What follows belongs to an exercise in optimizing a design on an open flow for small area and a short achievable clock period; a production flow would make more cautious choices. The RTL was checked by simulation tests, not by an equivalence proof against the original design. Power is estimated from default activity; no workload was simulated.

==> design/flow/design.v <==
module ao3n
    ( input wire a0, input wire s0
    , input wire a1, input wire s1
    , input wire a2, input wire s2
    , output wire yn
    );
assign yn = ~((a0 & s0) | (a1 & s1) | (a2 & s2));
endmodule
module wbit
    ( input wire q
    , input wire d
    , input wire we
    , input wire hold
    , output wire y
    );
assign y = (we & d) | (hold & q);
endmodule
module predec2
    ( input wire[1:0] a
    , input wire en
    , output reg[3:0] p
    , output reg[3:0] pn
    );
integer k;
always @(*)
    for (k = 0; k < 4; k = k + 1) begin
        p[k]  = en && a == k;
        pn[k] = !(en && a == k);
    end
endmodule
module predec3
    ( input wire[2:0] a
    , output reg[7:0] p
    , output reg[7:0] pn
    );
integer k;
always @(*)
    for (k = 0; k < 8; k = k + 1) begin
        p[k]  = a == k;
        pn[k] = a != k;
    end
endmodule
module nor2m (input wire a, input wire b, output wire y);
assign y = ~(a | b);
endmodule
module nand2m (input wire a, input wire b, output wire y);
assign y = ~(a & b);
endmodule
module dec5
    ( input wire[4:0] a
    , output reg[31:0] y
    );
integer k;
always @(*)
    for (k = 0; k < 32; k = k + 1)
        y[k] = a == k;
endmodule
module dec5c
    ( input wire[4:0] a
    , input wire en
    , output wire[31:0] y
    , output wire[31:0] yn
    );
wire [3:0] lo, lon;
wire [7:0] hi, hin;
predec2 pl (.a(a[1:0]), .en(en), .p(lo), .pn(lon));
predec3 ph (.a(a[4:2]), .p(hi), .pn(hin));
genvar k;
generate
    for (k = 0; k < 32; k = k + 1) begin : g
        nor2m  u (.a(lon[k % 4]), .b(hin[k / 4]), .y(y[k]));
        nand2m v (.a(lo[k % 4]), .b(hi[k / 4]), .y(yn[k]));
    end
endgenerate
endmodule
module and4m (input wire a, input wire b, input wire c, input wire d, output wire y);
assign y = a & b & c & d;
endmodule
module and3m (input wire a, input wire b, input wire c, output wire y);
assign y = a & b & c;
endmodule
module nand3m (input wire a, input wire b, input wire c, output wire y);
assign y = ~(a & b & c);
endmodule
module or11n
    ( input wire[10:0] tn
    , output wire y
    );
wire p0, p1, p2;
and4m  g0 (.a(tn[0]), .b(tn[1]), .c(tn[2]), .d(tn[3]), .y(p0));
and4m  g1 (.a(tn[4]), .b(tn[5]), .c(tn[6]), .d(tn[7]), .y(p1));
and3m  g2 (.a(tn[8]), .b(tn[9]), .c(tn[10]), .y(p2));
nand3m g3 (.a(p0), .b(p1), .c(p2), .y(y));
endmodule
module resgate (input wire a, input wire r, input wire b, output wire y);
assign y = a & ~r & ~b;
endmodule
module addmachine
    ( input wire clock
    , input wire reset
    , input wire prog_we
    , input wire[4:0] prog_addr
    , input wire[7:0] prog_data
    , output wire[7:0] res
    );
reg [7:0] acc;
reg [7:0] ex;
reg [7:0] opr;
reg       opf;
reg [7:0] fi;
reg       nfi, nacc, bub;
reg [4:0] fad;
wire is_loadi = ex[7:4] == 4'b0001;
wire is_addi  = ex[7:4] == 4'b0010;
wire is_load  = ex[7:5] == 3'b101;
wire is_store = ex[7:5] == 3'b110 && !bub;
wire rd_mem   = ex[7:6] == 2'b10;            
wire keep_acc = ~(is_loadi | is_load);       
wire [7:0] wdata = reset ? prog_data : acc;
wire [4:0] waddr = reset ? prog_addr : ex[4:0];
wire       wen   = reset ? prog_we : is_store;
wire [31:0] we, hold;
dec5c dw (.a(waddr), .en(wen), .y(we), .yn(hold));
wire [7:0] nx    = ({8{nfi}} & fi) | ({8{nacc}} & acc) | ({8{bub}} & mem[0]);
wire [4:0] oaddr = nx[4:0];
wire       fwd_o = is_store && ex[4:0] == oaddr;
wire       fwd_f = is_store && ex[4:0] == fad;
wire [31:0] sel_op, sel_f;
dec5 dop (.a(oaddr), .y(sel_op));
dec5 df  (.a(fad), .y(sel_f));
reg [7:0] mem [0:31];
wire [7:0] opr_nxt, fi_nxt;
genvar i, j;
generate
    for (i = 0; i < 32; i = i + 1) begin : m
        wire [7:0] nxt;
        for (j = 0; j < 8; j = j + 1) begin : b
            wbit w (.q(mem[i][j]), .d(wdata[j]), .we(we[i]), .hold(hold[i]), .y(nxt[j]));
        end
        always @(posedge clock)
            mem[i] <= nxt;
    end
    for (j = 0; j < 8; j = j + 1) begin : r
        wire [10:0] to, tf;
        for (i = 0; i < 10; i = i + 1) begin : g
            ao3n uo (.a0(mem[3*i][j]), .s0(sel_op[3*i]), .a1(mem[3*i+1][j]), .s1(sel_op[3*i+1]),
                     .a2(mem[3*i+2][j]), .s2(sel_op[3*i+2]), .yn(to[i]));
            ao3n uf (.a0(mem[3*i][j]), .s0(sel_f[3*i]), .a1(mem[3*i+1][j]), .s1(sel_f[3*i+1]),
                     .a2(mem[3*i+2][j]), .s2(sel_f[3*i+2]), .yn(tf[i]));
        end
        assign to[10] = ~((mem[30][j] & sel_op[30]) | (mem[31][j] & sel_op[31]));
        assign tf[10] = ~((mem[30][j] & sel_f[30]) | (mem[31][j] & sel_f[31]));
        or11n co (.tn(to), .y(opr_nxt[j]));
        or11n cf (.tn(tf), .y(fi_nxt[j]));
    end
endgenerate
wire [7:0] imm = (is_loadi | is_addi) ? {4'b0000, ex[3:0]} : 8'd0;
wire [7:0] opv = rd_mem ? (opf ? acc : opr) : 8'd0;
wire [7:0] sum = (keep_acc ? acc : 8'd0) + (opv | imm);
always @(posedge clock) begin
    opr <= opr_nxt;
    opf <= fwd_o;
    fi  <= fi_nxt;
    ex  <= nx;
    acc <= bub ? 8'd0 : sum;
    bub <= reset;
    if (reset) begin
        nfi  <= 1'b0;
        nacc <= 1'b0;
        fad  <= 5'd1;
    end else begin
        nacc <= (nx[7:5] == 3'b110 && nx[4:0] == fad) || fwd_f;
        nfi  <= !((nx[7:5] == 3'b110 && nx[4:0] == fad) || fwd_f);
        fad  <= nx[7:5] == 3'b111 ? nx[4:0] : fad + 5'd1;
    end
end
genvar q;
generate
    for (q = 0; q < 8; q = q + 1) begin : o
        resgate g (.a(acc[q]), .r(reset), .b(bub), .y(res[q]));
    end
endgenerate
endmodule
==> design/flow/flow/run.sh <==
#!/bin/bash
# The standard layout, with two changes: the ports get plain buf_2 buffers
# (which timing repair may resize), and clock tree synthesis adds no dummy
# loads and clusters more flip-flops per leaf buffer.
set -euo pipefail
export BUFFER_PORTS_ARGS="-buffer_cell sky130_fd_sc_hd__buf_2"
export CTS_ARGS="-sink_clustering_enable -repair_clock_nets -buf_list {sky130_fd_sc_hd__clkbuf_4 sky130_fd_sc_hd__clkbuf_8} -sink_clustering_size 14 -sink_clustering_max_diameter 60 -dont_use_dummy_load"
bash standard.sh > standard.log 2>&1
==> design/flow/standard.sh <==
#!/bin/bash
# synth_recipe.tcl (not shown) runs the flow's synth.tcl, then flattens the netlist and writes it again
# the make line also repeats each setting of config.mk as NAME=value (left out here)
make -C /OpenROAD-flow-scripts/flow DESIGN_CONFIG=/design/flow/config.mk WORK_HOME=/design/flow/orfs CLKGATE_MAP_FILE= SYNTH_SCRIPT=/design/flow/synth_recipe.tcl "${@:-finish}"
==> design/flow/config.mk <==
export PLATFORM = sky130hd
export DESIGN_NAME = addmachine
export DESIGN_NICKNAME = addmachine
export VERILOG_FILES = /design/flow/design.v
export SDC_FILE = /design/flow/constraint.sdc
export NUM_CORES = 4
export LEC_CHECK = 0
export ABC_CLOCK_PERIOD_IN_PS = 2800
export CAP_MARGIN = 20
export CELL_PAD_IN_SITES_DETAIL_PLACEMENT = 1
export CELL_PAD_IN_SITES_GLOBAL_PLACEMENT = 2
export CORE_MARGIN = 2
export CORE_UTILIZATION = 45
export PLACE_DENSITY = 0.65
export SETUP_SLACK_MARGIN = 3.1
export SLEW_MARGIN = 20
export SYNTH_HIERARCHICAL = 1
export SYNTH_MINIMUM_KEEP_SIZE = 0
export TNS_END_PERCENT = 100
==> design/flow/constraint.sdc <==
create_clock -name core_clock -period 6.0 [get_ports {clock}]
set_input_delay 1.2000 -clock core_clock [delete_from_list [all_inputs] [get_ports {clock}]]
set_output_delay 1.2000 -clock core_clock [all_outputs]
set_load 0.01 [all_outputs]
==> impl_metrics.tcl, run 1 <==
set metrics [dict create \
    core_sq_um 27700 \
    grt-ovfl-total 0 \
    dp_hpwl_microns 35000 \
    grt_pass1_wl_microns 73900 \
    syn_to_final_growth_pct 8.82 \
    fp-row-count 61 \
    wl_microns 51400 \
    port_buffers 23 \
    cts_buffer_depth 3 \
    min_path_type "flip-flop to flip-flop" \
    r2r_setup_slack_ns 3.15 \
    grt_max_degree 33 \
    cp_cell_sequence "buf_12 -> nor3b_2 -> buf_2" \
    synth_area_sq_um 12600 \
    maxCapViolations 0 \
    power.total_uw 5510 \
    start_util 0.456 \
    cp_slowest_cell "nor3b_2" \
    syn_area_per_cell_sq_um 10.9 \
    die_y_microns 172 \
    htreeDepth 1 \
    power_density_nw_per_um2 401 \
    p_seq_frac 0.531 \
    ir_worst_vdd_uv 194 \
    p_clk_frac 0.203 \
    finalSetupTns_ns 0 \
    cts_root_buf "clkbuf_8" \
    async_reset_ff_frac 0 \
    first_global_vias 10900 \
    yosysSeqAreaShare 0.471 \
    path_buf_inv 2 \
    slew_violations 0 \
    fin_crit_ns 2.87 \
    layout-drive-gt1-share 0.129 \
    grt_usage 0.341 \
    setup_violations 0 \
    die-area_sq_um 29400 \
    fp.dieW_microns 172 \
    antenna_found_initial 3 \
    worstPathMaxFanout 31 \
    avgViaCountPerCell 7.42 \
    required_ns 4.80 \
    cts_buffers 30 \
    n_antenna_cell 0 \
    sw_frac_of_total 0.372 \
    slew_headroom 0.235 \
    intPower_uw 3460 \
    cts_tree "yes" \
    synth_cell_types 55 \
    clk_latency_ns 0.62 \
    synth_edf_count 0 \
    hold_viol 0 \
    path_clk_slew_ns 0.06 \
    clock_skew_ns 0.0437 \
    mostFrequentLayoutCell "dfxtp_1" \
    drc_errors 0 \
    ant_nets 0 \
    synth_cells 1158 \
    worstPathArrival_ns 1.67 \
    max_stage_delay_ns 0.17 \
    critPathKind "input port to output port" \
    place_congestion 0.921 \
    num_io_pins 24 \
    vias 11700 \
    outcome "complete, no violations" \
    combPwrFrac 0.266 \
    routedWlPerCell_microns 32.5 \
    cp-end-kind "output port" \
    fin_crit_sh 0.479 \
    max_clock_freq_ghz 0.348 \
    clkSinkCount 297 \
    crit_family "buffers and inverters" \
    tightestPinTransition_ns 1.15 \
    drtIter0Drc 2024 \
    p_leak_uw 0.00479 \
    yosysWarnings 12 \
    synth_nets 1183 \
    drtPass1Iterations 12 \
    most-common-layout-cells "295 x dfxtp_1, 256 x a22o_1, 167 x a222oi_1, 70 x nor2_1, 42 x nand2_1" \
    nets 1230 \
    start_kind "input port" \
    ys_seq_elements 297 \
    rsz0062_at_grt "no" \
    p_sw_uw 2050 \
    synthFlopType "dfxtp_1" \
]
## routing by layer
| layer | up-vias | part of all wire | GRT usage |
|---|---|---|---|
| met4 | 6 | 0.037 | 0.115 |
| li1 | 5030 | - | - |
| met5 | - | 0.0012 | 0 |
| met1 | 5876 | 0.44 | 0.495 |
| met3 | 119 | 0.11 | 0.0992 |
| met2 | 704 | 0.41 | 0.480 |
## metrics by stage
stage / hold slack (ns) / utilization / cell area [sq um] / instances / worst slack, ns
2_1_floorplan: 0.426 / - / 12700 / 1158 / 3.18
3_3_place_gp: 0.475 / 0.474 / 13100 / 1542 / 2.14
3_5_place_dp: 0.481 / 0.474 / 13100 / 1542 / 2.07
4_1_cts: 0.489 / 0.494 / 13700 / 1578 / 3.11
5_1_grt: 0.523 / 0.496 / 13700 / 1581 / 3.10
6_report: 0.508 / 0.496 / 13700 / 1581 / 3.13
## power groups by stage
stage	registers [uW]	clock network [uW]	logic [uW]
after floorplan	2740	0	948
after global placement	2930	0	1330
after detailed placement	2940	0	1370
after CTS	2900	1130	1400
after global routing	2970	1200	1540
final	2930	1120	1470
## modules after synthesis (local to each module, per instance), excerpt
module      times used  cells
addmachine           1    485
dec5                 2     47
predec3              1     19
predec2              1      8
resgate              8      1
ao3n               160      1
wbit               256      1
and3m               16      1
nand3m              16      1
## worst reg2reg max path: stages, from the launching register on
cell and delay, ns:
dfxtp_1 0.41, a222oi_1 0.39, buf_4 0.22, inv_1 0.14
or3_1 0.54, nor2_2 0.43, a222oi_1 0.28, and4_1 0.32
nand3_1 0.07
## layout make-up
cell class / count / area, sq um
tap: 378 / 473
sequential: 297 / 5950
inverter: 12 / 45.0
timing repair buffer: 37 / 235
clock buffer: 30 / 413
multi-input combinational: 827 / 6630
fill: 3025 / 14000
## sequential cells by signal (all words and copies together), names as in the netlist
register,flops
nfi,1
fi,8
bub,1
ex,8
nacc,1
acc,8
mem,256
opf,1
opr,8
fad,5
## final timing paths
kind / end / depth (start not counted) / start
worst min-delay path: mem[19][2]$_DFF_P_ / 1 / mem[19][2]$_DFF_P_
worst min register to register: mem[19][2]$_DFF_P_ / 1 / mem[19][2]$_DFF_P_
worst max register to register: opr[7]$_DFF_P_ / 8 / nfi$_SDFF_PP0_
worst max-delay path: res[0] / 3 / reset
## what timing repair did
item	CTS	global route
endpoints found under the setup margin	272	88
hold buffers	0	0
cloned	0	0
setup buffers	6	3
pin swaps	3	9
resized for setup	30	15
## cells in the mapped netlist, drive strengths merged (11+ instances only)
library cell | number | share of area
a22o | 256 | 0.18
mux2 | 13 | 0.012
a22oi | 17 | 0.010
xor2 | 11 | 0.0076
dfxtp | 297 | 0.47
and4 | 32 | 0.022
o21ai | 12 | 0.0048
nand2 | 42 | 0.012
a222oi | 167 | 0.13
nand3b | 11 | 0.0065
nor3b | 14 | 0.013
nand3 | 23 | 0.0091
nor2 | 111 | 0.033
clkbuf | 13 | 0.0047
and3 | 18 | 0.0090
inv | 12 | 0.0036
or3b | 11 | 0.0088
## logic make-up (layout without fill, tap and decap cells)
kind of cell             Yosys count  after routing  synth area share
AO/OA/AOI/OAI                    470            470             0.335
AND/OR/NAND/NOR                  307            307             0.138
flip-flops                       297            297             0.471
buffers and inverters             34             79            0.0142
multiplexers                      21             21            0.0179
XOR/XNOR                          20             20            0.0145
adder cells (fa/ha/maj)            9              9           0.00951
==> inputs of run 2 (changes only) <==
--- a/design/flow/config.mk
+++ b/design/flow/config.mk
@@ -10,7 +10,7 @@
 export CELL_PAD_IN_SITES_DETAIL_PLACEMENT = 1
 export CELL_PAD_IN_SITES_GLOBAL_PLACEMENT = 2
 export CORE_MARGIN = 2
-export CORE_UTILIZATION = 45
+export CORE_UTILIZATION = 40
 export PLACE_DENSITY = 0.65
 export SETUP_SLACK_MARGIN = 3.1
 export SLEW_MARGIN = 20
==> impl_metrics.tcl, run 2 <==
set metrics [dict create \
    outcome "complete, no violations" \
    r2r_end "opr[4]$_DFF_P_" \
    crit_top_cell "a222oi_1" \
    fp-row-count 65 \
    core_sq_um 31300 \
    htreeDepth 2 \
    num_io_pins 24 \
    ys_seq_elements 297 \
    max_stage_delay_ns 0.62 \
    layoutNonFillerInstCount 1614 \
    slew_violations 0 \
    syn_to_final_growth_pct 11.1 \
    fin_crit_ns 2.89 \
    avgViaCountPerCell 7.32 \
    sw_frac_of_total 0.376 \
    cts_root_buf "clkbuf_8" \
    cts_buffer_depth 3 \
    async_reset_ff_frac 0 \
    grt_pass1_wl_microns 78300 \
    wl_microns 53500 \
    hold_viol 0 \
    first_global_vias 11200 \
    routedWlPerCell_microns 33.1 \
    path_buf_inv 2 \
    cts_tree "yes" \
    grt-ovfl-total 0 \
    cp_cell_sequence "buf_6 -> a222oi_1 -> inv_2 -> or3b_4 -> nor2_4 -> a222oi_1 -> and4_2 -> nand3_1" \
    port_buffers 23 \
    grt_max_degree 33 \
    cts_buffers 34 \
    multi_input_area_sq_um 6750 \
    worstHoldEndpoint "mem[16][6]$_DFF_P_" \
    p_seq_frac 0.514 \
    fillerInstances 3418 \
    p_sw_uw 2150 \
    path_clk_slew_ns 0.09 \
    die_y_microns 182 \
    nets 1239 \
    hold_depth 1 \
    synthFlopType "dfxtp_1" \
    clock_skew_ns 0.0532 \
    min_path_type "flip-flop to flip-flop" \
    n_antenna_cell 0 \
    min_from "mem[16][6]$_DFF_P_" \
    vias 11800 \
    worstPathArrival_ns 3.30 \
    start_kind "flip-flop" \
    fin_crit_sh 0.481 \
    largest_reg_flops 256 \
    ant_nets 0 \
    top_register "mem" \
    critPathKind "flip-flop to flip-flop" \
    p_leak_uw 0.00487 \
    drtPass1Iterations 11 \
    synth_cells 1158 \
    fp.dieW_microns 182 \
    drtIter0Drc 2036 \
    start_util 0.403 \
    finalSetupTns_ns 0 \
    power_density_nw_per_um2 407 \
    grt_usage 0.316 \
    place_inst 1564 \
    synth_area_leaders "dfxtp_1 47%, a22o_1 18%, a222oi_1 13%, nor2_1 3.3%, and4_1 2.2%" \
    yosysWarnings 12 \
    r2r_start "bub$_DFF_P_" \
    die-area_sq_um 33000 \
    layout-drive-gt1-share 0.153 \
    drc_errors 0 \
    clk_latency_ns 0.55 \
    tightestPinTransition_ns 1.15 \
    dp_hpwl_microns 36500 \
    most-common-layout-cells "296 x dfxtp_1, 256 x a22o_1, 167 x a222oi_1, 56 x nor2_1, 48 x nor2_2" \
    maxCapViolations 0 \
    p_clk_frac 0.210 \
    cp-end-kind "flip-flop" \
    synth_edf_count 0 \
    cts_hold_buf 0 \
    required_ns 6.41 \
    synth_nets 1183 \
    ir_worst_vdd_uv 172 \
    regArea_sq_um 5950 \
    synth.top_cell.area_share 0.471 \
    combPwrFrac 0.276 \
    worstPathMaxFanout 27 \
    yosysSeqAreaShare 0.471 \
    cp_slowest_cell "a222oi_1" \
    clkSinkCount 297 \
    syn_area_per_cell_sq_um 10.9 \
    place_congestion 0.970 \
    intPower_uw 3560 \
    synth_cell_types 55 \
    setup_violations 0 \
    post-synth-top-count-cell "dfxtp_1" \
    synth_commonest_cells "297 x dfxtp_1, 256 x a22o_1, 167 x a222oi_1" \
    synth_area_sq_um 12600 \
    rsz0062_at_grt "yes" \
    max_clock_freq_ghz 0.347 \
    mostFrequentLayoutCell "dfxtp_1" \
    antenna_found_initial 1 \
    synth_area_leader_cell "dfxtp_1" \
    r2r_setup_slack_ns 3.11 \
    crit_family "compound AO/OA/AOI/OAI gates" \
    r2r_cells 8 \
    slew_headroom 0.233 \
]
run 2: worst max path at each step:
stage / start / end / cells past startpoint / slack (ns)
final: bub$_DFF_P_ / opr[4]$_DFF_P_ / 8 / 3.11
after global routing: bub$_DFF_P_ / opr[4]$_DFF_P_ / 8 / 3.06
after CTS: bub$_DFF_P_ / opr[4]$_DFF_P_ / 9 / 3.10
after detailed placement: reset / mem[16][5]$_DFF_P_ / 6 / 1.93
after global placement: reset / mem[28][2]$_DFF_P_ / 6 / 1.97
after floorplan: reset / mem[0][0]$_DFF_P_ / 5 / 3.18
run 2: layer usage:
| metal | GRT usage | up-vias | wire length, microns | part of all wire |
|---|---|---|---|---|
| met5 | 0 | - | 12 | 0.00022 |
| met1 | 0.454 | 6012 | 23500 | 0.44 |
| li1 | - | 5042 | - | - |
| met4 | 0.123 | 2 | 2230 | 0.042 |
| met3 | 0.0449 | 120 | 4430 | 0.083 |
| met2 | 0.477 | 646 | 23400 | 0.44 |
run 2: cell type report:
type | count | area share
flip-flops and latches | 297 | 0.424
well taps | 402 | 0.0359
clock buffers | 34 | 0.0334
multi-input cells | 827 | 0.481
repair buffers | 42 | 0.0224
inverters | 12 | 0.00321
run 2: stage by stage:
step	hold WS [ns]	total power, uW	util	area (sq um)	setup WS, ns
CTS	0.505	5640	0.442	13800	3.10
global route	0.527	5950	0.448	14000	3.06
floorplan	0.426	3690	-	12700	3.18
global placement	0.474	4330	0.420	13200	1.97
detailed placement	0.481	4360	0.420	13200	1.93
finish	0.502	5710	0.448	14000	3.11
run 2: power by group through the flow:
stage	clock (uW)	sequential [uW]	combinational, uW
6_report	1200	2930	1580
5_1_grt	1300	2980	1670
4_1_cts	1230	2910	1500
3_5_place_dp	0	2950	1410
3_3_place_gp	0	2950	1390
2_1_floorplan	0	2740	948
run 2: kinds of logic (layout without fill, tap and decap cells):
logic type / count (synthesis) / after routing / share of synthesized area
and+or+nand+nor: 307 / 307 / 0.138
buffers and inverters: 34 / 88 / 0.0142
muxes: 21 / 21 / 0.0179
adders and majority gates: 9 / 9 / 0.00951
AOI/OAI and AO/OA: 470 / 470 / 0.335
xor gates and xnor gates: 20 / 20 / 0.0145
DFF: 297 / 297 / 0.471
run 2: what timing repair did:
action,4_1_cts,5_1_grt
pin swaps,8,6
gates cloned,0,1
gates resized for setup,50,29
setup endpoints to repair,272,86
setup buffers,10,5
run 2: modules after synthesis, one instance, submodules excluded, excerpt:
module      area, sq um  flip-flops and latches
predec2            63.8                       0
nand2m             3.75                       0
wbit               8.76                       0
predec3             158                       0
and4m              8.76                       0
addmachine         7320                     297
resgate            12.5                       0
ao3n               10.0                       0
nor2m              3.75                       0
==> inputs of run 3 (changes only) <==
--- a/design/flow/config.mk
+++ b/design/flow/config.mk
@@ -8,9 +8,9 @@
 export ABC_CLOCK_PERIOD_IN_PS = 2800
 export CAP_MARGIN = 20
 export CELL_PAD_IN_SITES_DETAIL_PLACEMENT = 1
-export CELL_PAD_IN_SITES_GLOBAL_PLACEMENT = 2
+export CELL_PAD_IN_SITES_GLOBAL_PLACEMENT = 1
 export CORE_MARGIN = 2
-export CORE_UTILIZATION = 40
+export CORE_UTILIZATION = 45
 export PLACE_DENSITY = 0.65
 export SETUP_SLACK_MARGIN = 3.1
 export SLEW_MARGIN = 20
==> impl_metrics.tcl, run 3 <==
set metrics [dict create \
    fin_crit_ns 2.98 \
    yosysWarnings 12 \
    sw_frac_of_total 0.384 \
    syn_to_final_growth_pct 10.7 \
    fin_crit_sh 0.496 \
    ant_nets 0 \
    drtPass1Iterations 12 \
    largest_reg_flops 256 \
    clk_latency_ns 0.61 \
    ir_worst_vdd_uv 209 \
    synth.top_cell.area_share 0.471 \
    synth_edf_count 0 \
    required_ns 6.52 \
    n_antenna_cell 0 \
    layoutNonFillerInstCount 1590 \
    htreeDepth 1 \
    antenna_found_initial 1 \
    cts_buffers 30 \
    worstPathMaxFanout 27 \
    final_core_util 0.505 \
    place_inst 1539 \
    synth_cells 1158 \
    drtIter0Drc 2006 \
    combPwrFrac 0.291 \
    yosysSeqAreaShare 0.471 \
    dp_hpwl_microns 35400 \
    fillerInstances 2988 \
    synth_area_leader_cell "dfxtp_1" \
    r2r_start "bub$_DFF_P_" \
    fp-row-count 61 \
    slew_headroom 0.235 \
    min_path_type "flip-flop to flip-flop" \
    synth_area_sq_um 12600 \
    critPathCapture "mem[22][5]$_DFF_P_" \
    fp.dieW_microns 172 \
    p_leak_uw 0.00487 \
    cts_hold_buf 0 \
    synth_nets 1183 \
    most-common-layout-cells "296 x dfxtp_1, 256 x a22o_1, 167 x a222oi_1, 65 x nor2_1, 41 x nand2_1" \
    grt_pass1_wl_microns 76300 \
    place_congestion 0.953 \
    p_sw_uw 2200 \
    setup_violations 0 \
    p_clk_frac 0.195 \
    port_buffers 23 \
    worstPathArrival_ns 3.50 \
    setup.worst_path.start "bub$_DFF_P_" \
    tightestPinTransition_ns 1.15 \
    rsz0062_at_grt "yes" \
    cts_tree "yes" \
    intPower_uw 3530 \
    p_seq_frac 0.514 \
    hold_slack_ns 0.509 \
    path_clk_slew_ns 0.10 \
    synth_area_leaders "dfxtp_1 47%, a22o_1 18%, a222oi_1 13%, nor2_1 3.3%, and4_1 2.2%" \
    grt-ovfl-total 0 \
    first_global_vias 11300 \
    slew_violations 0 \
    grt_max_degree 33 \
    critPathKind "flip-flop to flip-flop" \
    avgViaCountPerCell 7.54 \
    top_register "mem" \
    max_clock_freq_ghz 0.336 \
    vias 12000 \
    die_y_microns 172 \
    maxCapViolations 0 \
    r2r_cells 6 \
    die-area_sq_um 29400 \
    synthFlopType "dfxtp_1" \
    async_reset_ff_frac 0 \
    finalSetupTns_ns 0 \
    nets 1239 \
    cts_buffer_depth 3 \
    layout-drive-gt1-share 0.147 \
    r2r_end "mem[22][5]$_DFF_P_" \
    num_io_pins 24 \
    syn_area_per_cell_sq_um 10.9 \
    power_density_nw_per_um2 409 \
    ys_seq_elements 297 \
    core_sq_um 27700 \
    routedWlPerCell_microns 33.1 \
    mostFrequentLayoutCell "dfxtp_1" \
    drc_errors 0 \
    start_kind "flip-flop" \
    power.total_uw 5720 \
    grt_usage 0.350 \
    cp-end-kind "flip-flop" \
    hold_depth 1 \
    clock_skew_ns 0.0439 \
    wl_microns 52600 \
    start_util 0.456 \
    r2r_setup_slack_ns 3.02 \
    clkSinkCount 297 \
    hold_viol 0 \
    outcome "complete, no violations" \
    synth_cell_types 55 \
    post-synth-top-count-cell "dfxtp_1" \
    synth_commonest_cells "297 x dfxtp_1, 256 x a22o_1, 167 x a222oi_1" \
    cts_root_buf "clkbuf_8" \
]
-- run 3: cell counts after synthesis --
No cell type changed its count.
-- run 3: worst min path at each step --
stage | startpoint | endpoint
6_report | mem[28][5]$_DFF_P_ | mem[28][5]$_DFF_P_
5_1_grt | mem[2][1]$_DFF_P_ | mem[2][1]$_DFF_P_
4_1_cts | mem[2][1]$_DFF_P_ | mem[2][1]$_DFF_P_
3_5_place_dp | mem[3][4]$_DFF_P_ | mem[3][4]$_DFF_P_
2_1_floorplan | fi[7]$_DFF_P_ | ex[7]$_DFF_P_
3_3_place_gp | mem[21][6]$_DFF_P_ | mem[21][6]$_DFF_P_
-- run 3: logic make-up after synthesis --
family / after synthesis / share of synthesized area
buf+inv: 34 / 0.0142
simple gates: 307 / 0.138
mux: 21 / 0.0179
flops: 297 / 0.471
xor+xnor: 20 / 0.0145
compound gates: 470 / 0.335
fa+ha+maj: 9 / 0.00951
-- run 3: layer usage --
metal	vias up	routed length, microns	GRT usage
met5	-	16	0
met4	2	2390	0.137
met3	146	5190	0.0785
met2	743	22900	0.532
met1	6058	22200	0.482
li1	5046	-	-
-- run 3: area by class of cell --
type	count	area (sq um)	share of cell area
multi-input combinational	827	6770	0.484
sequential	297	5950	0.425
tap	378	473	0.0338
clock buffer	30	413	0.0295
timing repair buffer	45	328	0.0234
inverter	12	48.8	0.00349
timing repair inverter	1	5.00	0.000358
-- run 3: critical path, stage by stage (launching register included) --
cell and delay [ns]:
dfxtp_1 0.33, buf_8 0.18, nand4bb_1 0.28, o21ai_1 0.47
nand3b_1 0.61, nor2_1 0.75, a22o_1 0.25
-- run 3: modules after synthesis (local to each module, per instance), a selection --
| module | area (sq um) | cells inside | flops+latches | times used |
|---|---|---|---|---|
| and3m | 6.26 | 1 | 0 | 16 |
| and4m | 8.76 | 1 | 0 | 32 |
| ao3n | 10.0 | 1 | 0 | 160 |
| dec5 | 221 | 47 | 0 | 2 |
| nand2m | 3.75 | 1 | 0 | 32 |
| nor2m | 3.75 | 1 | 0 | 32 |
| predec2 | 63.8 | 8 | 0 | 1 |
| wbit | 8.76 | 1 | 0 | 256 |
-- run 3: power groups by stage --
stage	clock, uW	combinational (uW)	sequential [uW]
after detailed placement	0	1410	2940
after CTS	1130	1490	2910
after floorplan	0	948	2740
after global routing	1210	1740	2980
after global placement	0	1390	2940
final	1120	1660	2940
-- run 3: through the flow --
stage | area, sq um | setup slack (ns)
2_1_floorplan | 12700 | 3.18
5_1_grt | 14000 | 2.95
4_1_cts | 13700 | 3.04
3_5_place_dp | 13100 | 2.01
6_report | 14000 | 3.02
3_3_place_gp | 13100 | 2.07
-- run 3: what timing repair did --
action / in CTS / in global routing
resized for setup: 34 / 46
gates cloned: 0 / 2
pin swaps: 7 / 12
buffers inserted: 11 / 8
endpoints found under the setup margin: 272 / 183
==> inputs of run 4 (changes only) <==
==> design/flow/flow/run.sh (replaced) <==
#!/bin/bash
# The standard layout, with two changes: the ports get plain buf_2 buffers
# (which timing repair may resize), and clock tree synthesis adds no dummy
# loads and clusters more flip-flops per leaf buffer.
set -euo pipefail
export BUFFER_PORTS_ARGS="-buffer_cell sky130_fd_sc_hd__buf_2"
export CTS_ARGS="-sink_clustering_enable -repair_clock_nets -buf_list {sky130_fd_sc_hd__clkbuf_8 sky130_fd_sc_hd__clkbuf_16} -sink_clustering_size 24 -sink_clustering_max_diameter 50 -dont_use_dummy_load"
bash standard.sh > standard.log 2>&1
--- a/design/flow/config.mk
+++ b/design/flow/config.mk
@@ -8,7 +8,7 @@
 export ABC_CLOCK_PERIOD_IN_PS = 2800
 export CAP_MARGIN = 20
 export CELL_PAD_IN_SITES_DETAIL_PLACEMENT = 1
-export CELL_PAD_IN_SITES_GLOBAL_PLACEMENT = 1
+export CELL_PAD_IN_SITES_GLOBAL_PLACEMENT = 2
 export CORE_MARGIN = 2
 export CORE_UTILIZATION = 45
 export PLACE_DENSITY = 0.65
==> impl_metrics.tcl, run 4 <==
set metrics [dict create \
    outcome "complete, no violations" \
    dpl_cell_area_sq_um 13100 \
    routedWlPerCell_microns 32.7 \
    fp-row-count 61 \
    first_global_vias 10900 \
    start_util 0.456 \
    maxCapViolations 0 \
    layout-drive-gt1-share 0.133 \
    wl_microns 52000 \
    ant_nets 0 \
    largest_reg_flops 256 \
    synth_edf_count 0 \
    syn_to_final_growth_pct 12.8 \
    fin_crit_sh 0.484 \
    grt_max_degree 33 \
    cts_tree "yes" \
    synth_area_leader_cell "dfxtp_1" \
    yosysSeqAreaShare 0.471 \
    async_reset_ff_frac 0 \
    r2r_cells 8 \
    port_buffers 23 \
    cp_cell_sequence "a222oi_1 -> buf_4 -> inv_1 -> nand3b_1 -> nor2_1 -> a222oi_1 -> and4_1 -> nand3_1" \
    antenna_found_initial 0 \
    max_stage_delay_ns 0.52 \
    drc_errors 0 \
    fp.dieW_microns 172 \
    place_inst 1542 \
    htreeDepth 2 \
    required_ns 6.38 \
    finalSetupTns_ns 0 \
    power.total_uw 6220 \
    cts_buffer_depth 3 \
    critPathKind "flip-flop to flip-flop" \
    clk_latency_ns 0.54 \
    start_kind "flip-flop" \
    worstHoldEndpoint "mem[3][1]$_DFF_P_" \
    slew_headroom 0.216 \
    tightestPinTransition_ns 1.18 \
    min_path_type "flip-flop to flip-flop" \
    power_density_nw_per_um2 437 \
    vias 11800 \
    p_leak_uw 0.00502 \
    cp-end-kind "flip-flop" \
    worstPathMaxFanout 9 \
    drtPass1Iterations 9 \
    nets 1236 \
    hold_depth 1 \
    die_y_microns 172 \
    hold_viol 0 \
    grt_pass1_wl_microns 74400 \
    clock_skew_ns 0.0480 \
    synth_nets 1183 \
    synthFlopType "dfxtp_1" \
    num_io_pins 24 \
    cp_slowest_cell "a222oi_1" \
    synth_area_leaders "dfxtp_1 47%, a22o_1 18%, a222oi_1 13%, nor2_1 3.3%, and4_1 2.2%" \
    dp_hpwl_microns 35000 \
    drtIter0Drc 2080 \
    r2r_start "nacc$_SDFF_PP0_" \
    grt_usage 0.345 \
    fin_crit_ns 2.90 \
    synth_cells 1158 \
    worstPathArrival_ns 3.28 \
    top_register "mem" \
    die-area_sq_um 29400 \
    place_congestion 0.921 \
    post-synth-top-count-cell "dfxtp_1" \
    max_clock_freq_ghz 0.344 \
    slew_violations 0 \
    final_area_sq_um 14200 \
    ys_seq_elements 297 \
    r2r_setup_slack_ns 3.10 \
    rsz0062_at_grt "no" \
    clkSinkCount 297 \
    grt-ovfl-total 0 \
    syn_area_per_cell_sq_um 10.9 \
    cts_buffers 36 \
    min_from "mem[3][1]$_DFF_P_" \
    crit_top_cell "a222oi_1" \
    synth_area_sq_um 12600 \
    ir_worst_vdd_uv 240 \
    yosysWarnings 12 \
    avgViaCountPerCell 7.45 \
    layoutNonFillerInstCount 1587 \
    cts_root_buf "clkbuf_16" \
    synth_cell_types 55 \
    path_clk_slew_ns 0.05 \
    core_sq_um 27700 \
    mostFrequentLayoutCell "dfxtp_1" \
    synth_commonest_cells "297 x dfxtp_1, 256 x a22o_1, 167 x a222oi_1" \
    r2r_end "opr[5]$_DFF_P_" \
    n_antenna_cell 0 \
    most-common-layout-cells "296 x dfxtp_1, 256 x a22o_1, 167 x a222oi_1, 70 x nor2_1, 42 x nand2_1" \
    setup_violations 0 \
    synth.top_cell.area_share 0.471 \
]
==> run 4: cell counts after synthesis <==
Identical to the previous run, type by type.
==> run 4: Yosys stat by module, one instance, submodules excluded, excerpt <==
module | cells inside | flip-flops and latches | times used
nand2m | 1 | 0 | 32
ao3n | 1 | 0 | 160
resgate | 1 | 0 | 8
predec3 | 19 | 0 | 1
wbit | 1 | 0 | 256
dec5 | 47 | 0 | 2
and3m | 1 | 0 | 16
addmachine | 485 | 297 | 1
and4m | 1 | 0 | 32
nand3m | 1 | 0 | 16
predec2 | 8 | 0 | 1
nor2m | 1 | 0 | 32
==> run 4: worst max path at each step <==
stage | from | to | slack (ns) | depth (start not counted)
after floorplan | reset | mem[0][0]$_DFF_P_ | 3.18 | 5
after global placement | reset | mem[6][6]$_DFF_P_ | 2.14 | 5
after detailed placement | reset | mem[18][1]$_DFF_P_ | 2.07 | 5
after CTS | nacc$_SDFF_PP0_ | opr[0]$_DFF_P_ | 3.10 | 8
after global routing | nacc$_SDFF_PP0_ | opr[2]$_DFF_P_ | 3.09 | 8
final | nacc$_SDFF_PP0_ | opr[5]$_DFF_P_ | 3.10 | 8
==> run 4: repair_timing <==
item	4_1_cts	5_1_grt
endpoints found under the setup margin	272	86
gates resized for setup	31	13
pin swaps	2	9
hold buffers	0	0
setup buffers	6	3
==> run 4: logic make-up after synthesis <==
kind of cell / synth area share
fa+ha+maj: 0.00951
simple gates: 0.138
mux: 0.0179
flops: 0.471
buf+inv: 0.0142
compound gates: 0.335
xor+xnor: 0.0145
==> run 4: layout make-up <==
class / instances / area [sq um]
inverter: 12 / 45.0
multi-input combinational: 827 / 6630
timing repair buffer: 37 / 248
tap: 378 / 473
sequential: 297 / 5950
fill: 2963 / 13500
clock buffer: 36 / 901
==> run 4: metal layers <==
layer	track usage	vias to the layer above	part of all wire
li1	-	5048	-
met1	0.506	5953	0.44
met2	0.485	713	0.41
met3	0.0847	111	0.11
met4	0.125	0	0.037
met5	0	-	0
==> run 4: critical path, delay by kind of cell, from the launching register on <==
kind                   cells  cell delay [ns]
AND/OR/NAND/NOR            4             1.09
AO/OA/AOI/OAI              2             0.89
flip-flops                 1             0.41
buffers and inverters      2             0.38
==> run 4: power by group <==
group | switching (uW) | internal, uW | leakage (uW)
registers | 491 | 2440 | 0.00242
clock network | 766 | 1050 | 0.000444
logic | 891 | 584 | 0.00216
==> run 4: stage by stage <==
stage	hold WS [ns]	setup slack (ns)	utilization
after floorplan	0.426	3.18	-
after global placement	0.475	2.14	0.474
after detailed placement	0.481	2.07	0.474
after CTS	0.479	3.10	0.512
after global routing	0.511	3.09	0.514
final	0.497	3.10	0.514
==> inputs of run 5 (changes only) <==
==> design/flow/flow/run.sh (replaced) <==
#!/bin/bash
# The standard layout, with two changes: the ports get plain buf_2 buffers
# (which timing repair may resize), and clock tree synthesis adds no dummy
# loads and clusters more flip-flops per leaf buffer.
set -euo pipefail
export BUFFER_PORTS_ARGS="-buffer_cell sky130_fd_sc_hd__buf_2"
export CTS_ARGS="-sink_clustering_enable -repair_clock_nets -buf_list {sky130_fd_sc_hd__clkbuf_4} -sink_clustering_size 10 -sink_clustering_max_diameter 40 -dont_use_dummy_load"
bash standard.sh > standard.log 2>&1
==> impl_metrics.tcl, run 5 <==
set metrics [dict create \
    vias 11900 \
    combPwrFrac 0.269 \
    intPower_uw 3380 \
    start_kind "flip-flop" \
    wl_microns 51300 \
    power_density_nw_per_um2 396 \
    hold_depth 1 \
    slew_violations 0 \
    synth_area_sq_um 12600 \
    r2r_end "opr[5]$_DFF_P_" \
    first_global_vias 10900 \
    min_from "mem[3][5]$_DFF_P_" \
    grt-ovfl-total 0 \
    start_util 0.456 \
    grt_max_degree 33 \
    layoutNonFillerInstCount 1600 \
    clock_skew_ns 0.0781 \
    sw_frac_of_total 0.374 \
    die_y_microns 172 \
    dpl_cell_area_sq_um 13100 \
    antenna_found_initial 2 \
    clkSinkCount 297 \
    syn_to_final_growth_pct 8.30 \
    cts_buffer_depth 3 \
    mostFrequentLayoutCell "dfxtp_1" \
    synth_edf_count 0 \
    r2r_cells 8 \
    p_clk_frac 0.190 \
    async_reset_ff_frac 0 \
    yosysSeqAreaShare 0.471 \
    synthFlopType "dfxtp_1" \
    grt_pass1_wl_microns 73900 \
    p_seq_frac 0.541 \
    synth_cells 1158 \
    ir_worst_vdd_uv 151 \
    synth_nets 1183 \
    worstHoldEndpoint "mem[3][5]$_DFF_P_" \
    finalSetupTns_ns 0 \
    path_clk_slew_ns 0.09 \
    r2r_setup_slack_ns 3.11 \
    rsz0062_at_grt "yes" \
    cts_hold_buf 0 \
    ys_seq_elements 297 \
    avgViaCountPerCell 7.42 \
    nets 1248 \
    cp-end-kind "flip-flop" \
    cts_buffers 48 \
    routedWlPerCell_microns 32.1 \
    multi_input_area_sq_um 6610 \
    min_path_type "flip-flop to flip-flop" \
    fin_crit_sh 0.482 \
    p_leak_uw 0.00480 \
    fp-row-count 61 \
    most-common-layout-cells "295 x dfxtp_1, 256 x a22o_1, 167 x a222oi_1, 78 x nor2_1, 48 x clkbuf_4" \
    dp_hpwl_microns 35000 \
    synth_cell_types 55 \
    synth_commonest_cells "297 x dfxtp_1, 256 x a22o_1, 167 x a222oi_1" \
    synth.top_cell.area_share 0.471 \
    slew_headroom 0.206 \
    top_register "mem" \
    num_io_pins 24 \
    setup_violations 0 \
    drtPass1Iterations 12 \
    layout-drive-gt1-share 0.136 \
    max_clock_freq_ghz 0.346 \
    synth_area_leader_cell "dfxtp_1" \
    largest_reg_flops 256 \
    clk_latency_ns 0.70 \
    fillerInstances 3051 \
    tightestPinTransition_ns 1.19 \
    post-synth-top-count-cell "dfxtp_1" \
    ant_nets 0 \
    worstPathMaxFanout 9 \
    grt_usage 0.342 \
    cts_root_buf "clkbuf_4" \
    regArea_sq_um 5950 \
    synth_area_leaders "dfxtp_1 47%, a22o_1 18%, a222oi_1 13%, nor2_1 3.3%, and4_1 2.2%" \
    p_sw_uw 2030 \
    r2r_start "nacc$_SDFF_PP0_" \
    hold_viol 0 \
    place_congestion 0.921 \
    maxCapViolations 0 \
    fp.dieW_microns 172 \
    syn_area_per_cell_sq_um 10.9 \
    worstPathArrival_ns 3.45 \
    drc_errors 0 \
    outcome "complete, no violations" \
    port_buffers 23 \
    place_inst 1542 \
    critPathKind "flip-flop to flip-flop" \
    fin_crit_ns 2.89 \
    htreeDepth 2 \
    core_sq_um 27700 \
    required_ns 6.56 \
    die-area_sq_um 29400 \
    final_area_sq_um 13700 \
    drtIter0Drc 2139 \
    yosysWarnings 12 \
    cts_tree "yes" \
]
-- run 5: cell counts after synthesis --
Identical to the previous run, type by type.
-- run 5: worst max-delay path by stage --
stage	start	endpoint	slack [ns]	cells past startpoint
after floorplan	reset	mem[0][0]$_DFF_P_	3.18	5
after global placement	reset	mem[6][6]$_DFF_P_	2.14	5
after detailed placement	reset	mem[18][1]$_DFF_P_	2.07	5
after CTS	bub$_DFF_P_	mem[1][4]$_DFF_P_	3.03	6
after global routing	ex[4]$_DFF_P_	acc[7]$_SDFF_PP0_	3.08	9
final	nacc$_SDFF_PP0_	opr[5]$_DFF_P_	3.11	8
-- run 5: cells by family after synthesis --
group,count (synthesis),synth area share
and+or+nand+nor,307,0.138
buffers and inverters,34,0.0142
AOI/OAI and AO/OA,470,0.335
adders and majority gates,9,0.00951
muxes,21,0.0179
DFF,297,0.471
xor gates and xnor gates,20,0.0145
-- run 5: per-stage QoR --
stage,power (uW),setup WS (ns),utilization,hold slack [ns]
3_3_place_gp,4260,2.14,0.474,0.475
2_1_floorplan,3690,3.18,-,0.426
3_5_place_dp,4310,2.07,0.474,0.481
6_report,5410,3.11,0.494,0.504
4_1_cts,5360,3.03,0.491,0.498
5_1_grt,5640,3.08,0.494,0.520
-- run 5: per-module statistics from Yosys (local to each module, per instance), excerpt --
module / times used / area [sq um]
nand3m: 16 / 5.00
and4m: 32 / 8.76
nand2m: 32 / 3.75
predec2: 1 / 63.8
addmachine: 1 / 7320
resgate: 8 / 12.5
predec3: 1 / 158
dec5: 2 / 221
ao3n: 160 / 10.0
nor2m: 32 / 3.75
wbit: 256 / 8.76
and3m: 16 / 6.26
-- run 5: critical path: stages (launching register included) --
cell and delay [ns]:
dfxtp_1 0.41, a222oi_1 0.37, buf_4 0.22, inv_1 0.14, nand3b_1 0.36, nor2_1 0.24
a222oi_1 0.52, and4_1 0.40, nand3_1 0.10
-- run 5: power by group through the flow --
| stage | Sequential, uW | Clock, uW | Combinational, uW |
|---|---|---|---|
| global route | 2970 | 1140 | 1530 |
| floorplan | 2740 | 0 | 948 |
| global placement | 2930 | 0 | 1330 |
| detailed placement | 2940 | 0 | 1370 |
| finish | 2930 | 1030 | 1460 |
| CTS | 2900 | 1060 | 1400 |
-- run 5: final cells by class --
type,count,area share
multi-input cells,827,0.483
flip-flops and latches,297,0.435
well taps,378,0.0346
clock buffers,48,0.0263
repair buffers,37,0.0175
inverters,12,0.00329
diodes,1,0.000183
-- run 5: what timing repair did --
action                     CTS  global route
gates cloned                 0             0
setup endpoints to repair  259           145
setup buffers                5             4
pin swaps                    4             6
resized for setup           18            20
-- run 5: routing by layer --
| layer | global-route usage | share of wire | vias to the layer above |
|---|---|---|---|
| met2 | 0.483 | 0.41 | 744 |
| met5 | 0 | 0.00025 | - |
| met1 | 0.498 | 0.44 | 5932 |
| li1 | - | - | 5080 |
| met3 | 0.0904 | 0.11 | 107 |
| met4 | 0.121 | 0.036 | 2 |
==> inputs of run 6 (changes only) <==
==> design/flow/flow/run.sh (replaced) <==
#!/bin/bash
# The standard layout, with two changes: the ports get plain buf_2 buffers
# (which timing repair may resize), and clock tree synthesis adds no dummy
# loads and clusters more flip-flops per leaf buffer.
set -euo pipefail
export BUFFER_PORTS_ARGS="-buffer_cell sky130_fd_sc_hd__buf_2"
export CTS_ARGS="-sink_clustering_enable -repair_clock_nets -buf_list {sky130_fd_sc_hd__clkbuf_8} -sink_clustering_size 20 -sink_clustering_max_diameter 45 -dont_use_dummy_load"
bash standard.sh > standard.log 2>&1
==> impl_metrics.tcl, run 6 <==
set metrics [dict create \
    cts_buffers 43 \
    first_global_vias 10900 \
    num_io_pins 24 \
    place_congestion 0.921 \
    drc_errors 0 \
    final_core_util 0.505 \
    start_util 0.456 \
    yosysWarnings 12 \
    clk_latency_ns 0.57 \
    power.total_uw 5740 \
    clock_skew_ns 0.0480 \
    mostFrequentLayoutCell "dfxtp_1" \
    finalSetupTns_ns 0 \
    start_kind "input port" \
    layout-drive-gt1-share 0.139 \
    synth_cells 1158 \
    maxCapViolations 0 \
    timing.final.ws_setup_ns 3.13 \
    grt_max_degree 33 \
    grt_usage 0.344 \
    drtPass1Iterations 11 \
    die-area_sq_um 29400 \
    rsz0062_at_grt "no" \
    die_y_microns 172 \
    path_clk_slew_ns 0.05 \
    worstPathMaxFanout 7 \
    drtIter0Drc 2054 \
    grt-ovfl-total 0 \
    fillerInstances 3029 \
    grt_pass1_wl_microns 74300 \
    pre_cts_ws_ns 2.07 \
    avgViaCountPerCell 7.41 \
    largest_reg_flops 256 \
    fin_crit_sh 0.479 \
    nets 1246 \
    critPathKind "input port to output port" \
    dp_hpwl_microns 35000 \
    post-synth-top-count-cell "dfxtp_1" \
    cts_root_buf "clkbuf_8" \
    ant_nets 0 \
    hold_viol 0 \
    htreeDepth 2 \
    ir_worst_vdd_uv 169 \
    outcome "complete, no violations" \
    synth_nets 1183 \
    slew_violations 0 \
    place_inst 1542 \
    cts_buffer_depth 3 \
    required_ns 4.80 \
    cts_tree "yes" \
    core_sq_um 27700 \
    synth_area_sq_um 12600 \
    min_path_type "flip-flop to flip-flop" \
    most-common-layout-cells "295 x dfxtp_1, 256 x a22o_1, 167 x a222oi_1, 72 x nor2_1, 43 x clkbuf_8" \
    max_clock_freq_ghz 0.348 \
    fp.dieW_microns 172 \
    tightestPinTransition_ns 1.18 \
    p_leak_uw 0.00492 \
    yosysSeqAreaShare 0.471 \
    synthFlopType "dfxtp_1" \
    cp-end-kind "output port" \
    vias 11800 \
    syn_to_final_growth_pct 10.7 \
    fin_crit_ns 2.87 \
    synth_area_leaders "dfxtp_1 47%, a22o_1 18%, a222oi_1 13%, nor2_1 3.3%, and4_1 2.2%" \
    synth.top_cell.area_share 0.471 \
    slew_headroom 0.216 \
    antenna_found_initial 1 \
    clkSinkCount 297 \
    port_buffers 23 \
    synth_area_leader_cell "dfxtp_1" \
    ys_seq_elements 297 \
    synth_commonest_cells "297 x dfxtp_1, 256 x a22o_1, 167 x a222oi_1" \
    top_register "mem" \
    async_reset_ff_frac 0 \
    routedWlPerCell_microns 32.6 \
    syn_area_per_cell_sq_um 10.9 \
    setup_violations 0 \
    power_density_nw_per_um2 411 \
    wl_microns 52100 \
    synth_edf_count 0 \
    fp-row-count 61 \
    synth_cell_types 55 \
    n_antenna_cell 0 \
    layoutNonFillerInstCount 1597 \
    worstPathArrival_ns 1.67 \
]
==> run 6: cell types whose count changed in the layout (fill, tap and decap cells not counted) <==
cell / before / now
buf_12: 1 / 0
buf_16: 0 / 1
buf_4: 13 / 15
buf_6: 1 / 0
clkbuf_16: 0 / 2
clkbuf_4: 48 / 0
clkbuf_8: 0 / 43
diode_2: 1 / 0
nor2_1: 78 / 72
nor2_2: 33 / 39
nor3_1: 8 / 7
nor3_2: 0 / 1
o21ai_1: 4 / 5
o21ai_2: 2 / 1
==> run 6: per-stage QoR <==
stage	area [sq um]	hold slack, ns
4_1_cts	13800	0.492
2_1_floorplan	12700	0.426
5_1_grt	14000	0.514
3_3_place_gp	13100	0.475
3_5_place_dp	13100	0.481
6_report	14000	0.503
==> run 6: cells by family after synthesis <==
family | after synthesis | share of synthesized area
DFF | 297 | 0.471
muxes | 21 | 0.0179
AOI/OAI and AO/OA | 470 | 0.335
xor gates and xnor gates | 20 | 0.0145
and+or+nand+nor | 307 | 0.138
buffers and inverters | 34 | 0.0142
adders and majority gates | 9 | 0.00951
==> run 6: report_power, final <==
group / switching [uW] / internal [uW] / leakage [uW]
Clock: 704 / 632 / 0.000309
Combinational: 886 / 586 / 0.00219
Sequential: 492 / 2440 / 0.00242
==> run 6: Yosys stat by module, one instance, submodules excluded, excerpt <==
module	cells inside	times used	area, sq um	flip-flops and latches
wbit	1	256	8.76	0
predec3	19	1	158	0
nor2m	1	32	3.75	0
nand3m	1	16	5.00	0
addmachine	485	1	7320	297
nand2m	1	32	3.75	0
ao3n	1	160	10.0	0
resgate	1	8	12.5	0
predec2	8	1	63.8	0
and4m	1	32	8.76	0
dec5	47	2	221	0
and3m	1	16	6.26	0
==> run 6: critical path, stage by stage <==
cell,delay [ns]
buf_16,0.12
nor3b_2,0.19
buf_2,0.16
==> run 6: layout make-up <==
type / instances / area, sq um / share of cell area
Clock buffer: 43 / 592 / 0.0423
Inverter: 12 / 45.0 / 0.00322
Tap cell: 378 / 473 / 0.0338
Sequential cell: 297 / 5950 / 0.425
Multi-Input combinational cell: 827 / 6630 / 0.474
Timing Repair Buffer: 40 / 300 / 0.0215
==> run 6: layer usage <==
metal	wire, microns	part of all wire	global-route usage
met4	1780	0.034	0.115
met5	13	0.00025	0
met1	23000	0.44	0.497
met3	5560	0.11	0.0877
met2	21800	0.42	0.496
==> run 6: path summary, 6_finish.rpt <==
path / from / to / cells past startpoint / slack (ns)
max: reset / res[6] / 3 / 3.13
min: mem[19][0]$_DFF_P_ / mem[19][0]$_DFF_P_ / 1 / 0.50
max reg2reg: nfi$_SDFF_PP0_ / opr[5]$_DFF_P_ / 8 / 3.17
min reg2reg: mem[19][0]$_DFF_P_ / mem[19][0]$_DFF_P_ / 1 / 0.50
==> run 6: timing repair <==
action	4_1_cts	5_1_grt
hold buffers	0	0
endpoints found under the setup margin	272	163
buffers inserted	5	5
gates cloned	0	2
pin swaps	4	5
gates resized for setup	23	21
==> inputs of run 7 (changes only) <==
--- a/design/flow/design.v
+++ b/design/flow/design.v
@@ -46,14 +46,38 @@
 module nand2m (input wire a, input wire b, output wire y);
 assign y = ~(a & b);
 endmodule
+module predec2n
+    ( input wire[1:0] a
+    , output reg[3:0] pn
+    );
+integer k;
+always @(*)
+    for (k = 0; k < 4; k = k + 1)
+        pn[k] = a != k;
+endmodule
+module predec3n
+    ( input wire[2:0] a
+    , output reg[7:0] pn
+    );
+integer k;
+always @(*)
+    for (k = 0; k < 8; k = k + 1)
+        pn[k] = a != k;
+endmodule
 module dec5
     ( input wire[4:0] a
-    , output reg[31:0] y
-    );
-integer k;
-always @(*)
-    for (k = 0; k < 32; k = k + 1)
-        y[k] = a == k;
+    , output wire[31:0] y
+    );
+wire [3:0] lon;
+wire [7:0] hin;
+predec2n pl (.a(a[1:0]), .pn(lon));
+predec3n ph (.a(a[4:2]), .pn(hin));
+genvar k;
+generate
+    for (k = 0; k < 32; k = k + 1) begin : g
+        nor2m u (.a(lon[k % 4]), .b(hin[k / 4]), .y(y[k]));
+    end
+endgenerate
 endmodule
 module dec5c
     ( input wire[4:0] a
==> design/flow/flow/run.sh (replaced) <==
#!/bin/bash
# The standard layout, with two changes: the ports get plain buf_2 buffers
# (which timing repair may resize), and clock tree synthesis adds no dummy
# loads and clusters more flip-flops per leaf buffer.
set -euo pipefail
export BUFFER_PORTS_ARGS="-buffer_cell sky130_fd_sc_hd__buf_2"
export CTS_ARGS="-sink_clustering_enable -repair_clock_nets -buf_list {sky130_fd_sc_hd__clkbuf_4 sky130_fd_sc_hd__clkbuf_8} -sink_clustering_size 14 -sink_clustering_max_diameter 60 -dont_use_dummy_load"
bash standard.sh > standard.log 2>&1
==> impl_metrics.tcl, run 7 <==
set metrics [dict create \
    synth_nets 1177 \
    synthFlopType "dfxtp_1" \
    required_ns 6.46 \
    slew_headroom 0.233 \
    grt_usage 0.348 \
    start_util 0.454 \
    syn_to_final_growth_pct 10.6 \
    largest_reg_flops 256 \
    cts_hold_buf 0 \
    worstPathMaxFanout 27 \
    max_stage_delay_ns 0.51 \
    avgViaCountPerCell 7.49 \
    critPathKind "flip-flop to flip-flop" \
    layout-drive-gt1-share 0.133 \
    hold_viol 0 \
    fp-row-count 61 \
    drc_errors 0 \
    top_register "mem" \
    maxCapViolations 0 \
    async_reset_ff_frac 0 \
    cts_root_buf "clkbuf_8" \
    setup_violations 0 \
    p_leak_uw 0.00479 \
    first_global_vias 11300 \
    cp-end-kind "flip-flop" \
    yosysWarnings 13 \
    ant_nets 0 \
    cp_cell_sequence "buf_12 -> a222oi_1 -> buf_4 -> inv_1 -> or3b_4 -> nor2_4 -> a222oi_1 -> and4_1 -> nand3_1" \
    cp_slowest_cell "a222oi_1" \
    cts_buffer_depth 3 \
    clock_skew_ns 0.0533 \
    grt-ovfl-total 0 \
    nets 1231 \
    outcome "complete, no violations" \
    start_kind "flip-flop" \
    synth.top_cell.area_share 0.474 \
    drtPass1Iterations 14 \
    synth_area_sq_um 12600 \
    max_clock_freq_ghz 0.344 \
    power.total_uw 5630 \
    power_density_nw_per_um2 405 \
    vias 11900 \
    synth_edf_count 0 \
    worstPathArrival_ns 3.37 \
    slew_violations 0 \
    n_antenna_cell 0 \
    path_buf_inv 3 \
    yosysSeqAreaShare 0.474 \
    core_sq_um 27600 \
    antenna_found_initial 0 \
    mostFrequentLayoutCell "dfxtp_1" \
    cts_buffers 30 \
    ys_seq_elements 297 \
    path_clk_slew_ns 0.09 \
    port_buffers 23 \
    most-common-layout-cells "296 x dfxtp_1, 256 x a22o_1, 167 x a222oi_1, 66 x nor2_1, 41 x nand2_1" \
    synth_commonest_cells "297 x dfxtp_1, 256 x a22o_1, 167 x a222oi_1" \
    r2r_setup_slack_ns 3.09 \
    synth_area_leader_cell "dfxtp_1" \
    place_congestion 0.940 \
    fillerInstances 2976 \
    clk_latency_ns 0.62 \
    crit_top_cell "a222oi_1" \
    finalSetupTns_ns 0 \
    pre_cts_ws_ns 2.05 \
    crit_family "simple AND/OR/NAND/NOR gates" \
    ir_worst_vdd_uv 171 \
    fp.dieW_microns 171 \
    rsz0062_at_grt "no" \
    clkSinkCount 297 \
    fin_crit_sh 0.484 \
    grt_max_degree 33 \
    final_core_util 0.503 \
    fin_crit_ns 2.91 \
    synth_area_leaders "dfxtp_1 47%, a22o_1 18%, a222oi_1 13%, nor2_1 3.3%, and4_1 2.2%" \
    htreeDepth 1 \
    hold_slack_ns 0.505 \
    cts_tree "yes" \
    routedWlPerCell_microns 32.8 \
    timing.final.ws_setup_ns 3.09 \
    synth_cells 1152 \
    num_io_pins 24 \
    grt_pass1_wl_microns 75700 \
    drtIter0Drc 1858 \
    dp_hpwl_microns 35000 \
    min_path_type "flip-flop to flip-flop" \
    syn_area_per_cell_sq_um 10.9 \
    wl_microns 51900 \
    post-synth-top-count-cell "dfxtp_1" \
    die_y_microns 171 \
    die-area_sq_um 29300 \
    tightestPinTransition_ns 1.15 \
    synth_cell_types 50 \
]
==> run 7: changes by cell type after synthesis, moves of 2 or more <==
cell | previous run | this run
or3b_4 | 6 | 0
buf_2 | 0 | 2
o21ai_0 | 6 | 11
or3b_1 | 5 | 11
buf_1 | 2 | 4
buf_6 | 4 | 1
o21ai_1 | 6 | 1
clkbuf_1 | 12 | 6
==> run 7: metal layers <==
metal,routed length (microns),vias to the layer above,track usage
li1,-,5032,-
met1,22400,5996,0.488
met2,22800,672,0.536
met3,4540,157,0.0638
met4,2250,0,0.124
met5,0,-,0
==> run 7: modules after synthesis, one instance, submodules excluded, excerpt <==
module,cell area (sq um),times used,flip-flops and latches,cells
ao3n,10.0,160,0,1
nand2m,3.75,32,0,1
nand3m,5.00,16,0,1
nor2m,3.75,96,0,1
wbit,8.76,256,0,1
predec2n,22.5,2,0,4
and4m,8.76,32,0,1
addmachine,7280,1,297,485
predec2,63.8,1,0,8
resgate,12.5,8,0,1
and3m,6.26,16,0,1
predec3,158,1,0,19
==> run 7: metrics by stage <==
| step | instances | instance area, sq um |
|---|---|---|
| floorplan | 1152 | 12600 |
| global placement | 1541 | 13100 |
| detailed placement | 1541 | 13100 |
| CTS | 1578 | 13700 |
| global route | 1582 | 13900 |
| finish | 1582 | 13900 |
==> run 7: worst register-to-register path: cells and delay by family (launching register included) <==
kind | cells | cell delay [ns]
flops | 1 | 0.33
buf+inv | 3 | 0.57
simple gates | 4 | 1.06
compound gates | 2 | 0.82
==> run 7: kinds of logic after synthesis <==
group / count (synthesis) / share of synthesized area
compound gates: 470 / 0.337
xor+xnor: 20 / 0.0140
fa+ha+maj: 9 / 0.00957
buf+inv: 28 / 0.0101
flops: 297 / 0.474
mux: 21 / 0.0180
simple gates: 307 / 0.138
==> run 7: worst paths after layout <==
check | from | endpoint | cells past startpoint
setup / recovery | bub$_DFF_P_ | opr[2]$_DFF_P_ | 9
hold reg to reg | mem[6][6]$_DFF_P_ | mem[6][6]$_DFF_P_ | 1
hold / removal | mem[6][6]$_DFF_P_ | mem[6][6]$_DFF_P_ | 1
setup reg to reg | bub$_DFF_P_ | opr[2]$_DFF_P_ | 9
==> run 7: report_power, final <==
group	switching, uW	total [uW]	internal [uW]
Combinational	973	1590	616
Sequential	500	2940	2440
Clock	658	1100	441
Total	2130	5630	3500
==> run 7: layout make-up <==
cell class,instances,area (sq um),area share
repair buffers,37,273,0.0196
clock buffers,30,413,0.0297
repair inverters,1,7.51,0.000541
multi-input cells,827,6720,0.484
inverters,12,48.8,0.00351
flip-flops and latches,297,5950,0.428
well taps,378,473,0.0341
==> run 7: timing repair <==
action	CTS	global route
gates cloned	0	2
gates resized for setup	33	48
pin swaps	4	9
endpoints found under the setup margin	273	16
setup buffers	7	2
==> inputs of run 8 (changes only) <==
--- a/design/flow/config.mk
+++ b/design/flow/config.mk
@@ -12,7 +12,7 @@
 export CORE_MARGIN = 2
 export CORE_UTILIZATION = 45
 export PLACE_DENSITY = 0.65
-export SETUP_SLACK_MARGIN = 3.1
+export SETUP_SLACK_MARGIN = 3.25
 export SLEW_MARGIN = 20
 export SYNTH_HIERARCHICAL = 1
 export SYNTH_MINIMUM_KEEP_SIZE = 0
==> impl_metrics.tcl, run 8 <==
set metrics [dict create \
    outcome "complete, no violations" \
    grt_max_degree 33 \
    synth.top_cell.area_share 0.474 \
    timing.final.ws_setup_ns 3.15 \
    synth_xor_area_frac 0.0140 \
    start_kind "input port" \
    core_sq_um 27600 \
    cts_hold_buf 0 \
    cts_root_buf "clkbuf_8" \
    antenna_found_initial 1 \
    rsz0062_at_grt "yes" \
    synth_edf_count 0 \
    min_path_type "flip-flop to flip-flop" \
    slew_headroom 0.239 \
    fp-row-count 61 \
    drtPass1Iterations 10 \
    ys_seq_elements 297 \
    mostFrequentLayoutCell "dfxtp_1" \
    muxShareOfSynthArea 0.0180 \
    slew_violations 0 \
    worstPathArrival_ns 1.65 \
    max_clock_freq_ghz 0.351 \
    synth_top_family_by_area "compound AO/OA/AOI/OAI gates" \
    layout-drive-gt1-share 0.159 \
    fillerInstances 2970 \
    synth_commonest_cells "297 x dfxtp_1, 256 x a22o_1, 167 x a222oi_1" \
    async_reset_ff_frac 0 \
    syn_area_per_cell_sq_um 10.9 \
    clock_skew_ns 0.0504 \
    multi_input_area_sq_um 6810 \
    place_congestion 0.927 \
    path_clk_slew_ns 0.08 \
    synthSimpleGateAreaFrac 0.138 \
    finalSetupTns_ns 0 \
    synth_nets 1177 \
    dp_hpwl_microns 34900 \
    yosysSeqAreaShare 0.474 \
    first_global_vias 11100 \
    setup_violations 0 \
    wl_microns 52600 \
    largest_reg_flops 256 \
    synth_cells 1152 \
    htreeDepth 1 \
    fin_crit_sh 0.474 \
    start_util 0.454 \
    clk_latency_ns 0.62 \
    clkSinkCount 297 \
    synthFlopType "dfxtp_1" \
    power_density_nw_per_um2 405 \
    drc_errors 0 \
    num_io_pins 24 \
    yosysWarnings 13 \
    drtIter0Drc 2214 \
    port_buffers 23 \
    fp.dieW_microns 171 \
    tightestPinTransition_ns 1.14 \
    worstPathMaxFanout 6 \
    pre_cts_ws_ns 1.95 \
    vias 12000 \
    ant_nets 0 \
    cp-end-kind "output port" \
    cts_buffers 30 \
    critPathKind "input port to output port" \
    die_y_microns 171 \
    synth_fa_ha_area_frac 0.00957 \
    top_register "mem" \
    grt_pass1_wl_microns 75300 \
    synth_area_leaders "dfxtp_1 47%, a22o_1 18%, a222oi_1 13%, nor2_1 3.3%, and4_1 2.2%" \
    regArea_sq_um 5950 \
    grt_usage 0.346 \
    post-synth-top-count-cell "dfxtp_1" \
    maxCapViolations 0 \
    fin_crit_ns 2.85 \
    cts_tree "yes" \
    grt-ovfl-total 0 \
    synth_area_sq_um 12600 \
    die-area_sq_um 29300 \
    required_ns 4.80 \
    nets 1245 \
    p_leak_uw 0.00491 \
    n_antenna_cell 0 \
    hold_viol 0 \
    ir_worst_vdd_uv 216 \
    most-common-layout-cells "294 x dfxtp_1, 256 x a22o_1, 167 x a222oi_1, 60 x nor2_1, 41 x nand2_1" \
    synth_area_leader_cell "dfxtp_1" \
    syn_to_final_growth_pct 12.6 \
    routedWlPerCell_microns 33.0 \
    avgViaCountPerCell 7.52 \
    cts_buffer_depth 3 \
    synth_cell_types 50 \
    synth-compound-area-share 0.337 \
]
run 8: metal layers:
| metal | global-route usage | routed length, microns |
|---|---|---|
| met5 | 0 | 0 |
| met4 | 0.137 | 2340 |
| met3 | 0.0520 | 4560 |
| met2 | 0.534 | 23300 |
| met1 | 0.487 | 22400 |
run 8: repair_timing:
item / 4_1_cts / 5_1_grt
hold endpoints to repair: 0 / 0
buffers inserted: 18 / 7
cloned: 2 / 1
pin swaps: 17 / 17
resized for setup: 50 / 54
endpoints found under the setup margin: 273 / 62
run 8: modules after synthesis, one instance, submodules excluded, excerpt:
module | flip-flops and latches | cells inside | cell area [sq um]
addmachine | 297 | 485 | 7280
predec3 | 0 | 19 | 158
predec2 | 0 | 8 | 63.8
predec3n | 0 | 8 | 60.1
predec2n | 0 | 4 | 22.5
resgate | 0 | 1 | 12.5
ao3n | 0 | 1 | 10.0
and4m | 0 | 1 | 8.76
wbit | 0 | 1 | 8.76
and3m | 0 | 1 | 6.26
nand3m | 0 | 1 | 5.00
nand2m | 0 | 1 | 3.75
nor2m | 0 | 1 | 3.75
run 8: cells by family (layout without fill, tap and decap cells):
kind of cell / count (synthesis) / count (layout)
buffers and inverters: 28 / 94
adder cells (fa/ha/maj): 9 / 9
flip-flops: 297 / 297
multiplexers: 21 / 21
AND/OR/NAND/NOR: 307 / 307
XOR/XNOR: 20 / 20
AO/OA/AOI/OAI: 470 / 470
run 8: stage by stage:
step                      hold WS [ns]  instance area (sq um)  utilization  instances  power [uW]
final                            0.509                  14100        0.512       1596        5720
after global routing             0.525                  14100        0.512       1596        5920
after CTS                        0.505                  13900        0.503       1588        5550
after detailed placement         0.482                  13100        0.475       1538        4340
after global placement           0.477                  13100        0.475       1538        4290
after floorplan                  0.420                  12600            -       1152        3670
run 8: report_power, final:
group / internal, uW / total, uW / switching (uW)
Combinational: 659 / 1670 / 1010
Sequential: 2440 / 2940 / 500
Clock: 441 / 1110 / 670
run 8: layout make-up:
type,instances,share of cell area
sequential,297,0.421
timing repair buffer,52,0.0316
inverter,12,0.00345
tap,378,0.0334
multi-input combinational,827,0.481
clock buffer,30,0.0292
run 8: final timing paths:
path / start / to / slack, ns / depth (start not counted)
setup reg to reg: bub$_DFF_P_ / opr[4]$_DFF_P_ / 3.17 / 10
hold reg to reg: mem[6][6]$_DFF_P_ / mem[6][6]$_DFF_P_ / 0.51 / 1
hold / removal: mem[6][6]$_DFF_P_ / mem[6][6]$_DFF_P_ / 0.51 / 1
setup / recovery: reset / res[0] / 3.15 / 3
run 8: critical path, stage by stage:
cell     delay (ns)
buf_16         0.12
nor3b_4        0.17
buf_2          0.15

port drivers added, routing unchanged:
In the flow no input, the clock included, has a driving cell. The finished layouts below were timed again as built, in two steps. Step 1: set_driving_cell puts a clkbuf_16 on clock and a buf_2 on each other input, an assumption about the parent block. Step 2 adds t to the input delays and takes it off the output delays; t is the mean of the earliest and latest rising clock arrival at the registers after step 1. Input paths then give back, and output paths get back, about the clock's delay inside the block. Slacks: no drivers / after step 1 / after step 2; pairs: no drivers / after step 1.
run	t, ns	setup WS [ns]	worst setup path at the end	pins driven straight from the clock port
run 1	0.648	3.127 / 3.078 / 2.520	input to register	1
run 2	0.578	3.114 / 3.016 / 2.468	input to register	1
run 3	0.642	3.024 / 3.018 / 2.386	input to register	1
run 4	0.570	3.097 / 3.078 / 2.633	input to register	1
run 5	0.716	3.109 / 3.069 / 2.429	input to register	1
run 6	0.597	3.128 / 3.012 / 2.491	input to register	1
run 7	0.643	3.094 / 3.050 / 2.630	input to register	1
run 8	0.648	3.154 / 3.032 / 2.486	input to register	1
After both steps setup and hold are still met in every run listed. For run 5, which loses most, drivers alone change the setup slack by -0.040 ns; drivers and shift together by -0.680 ns.
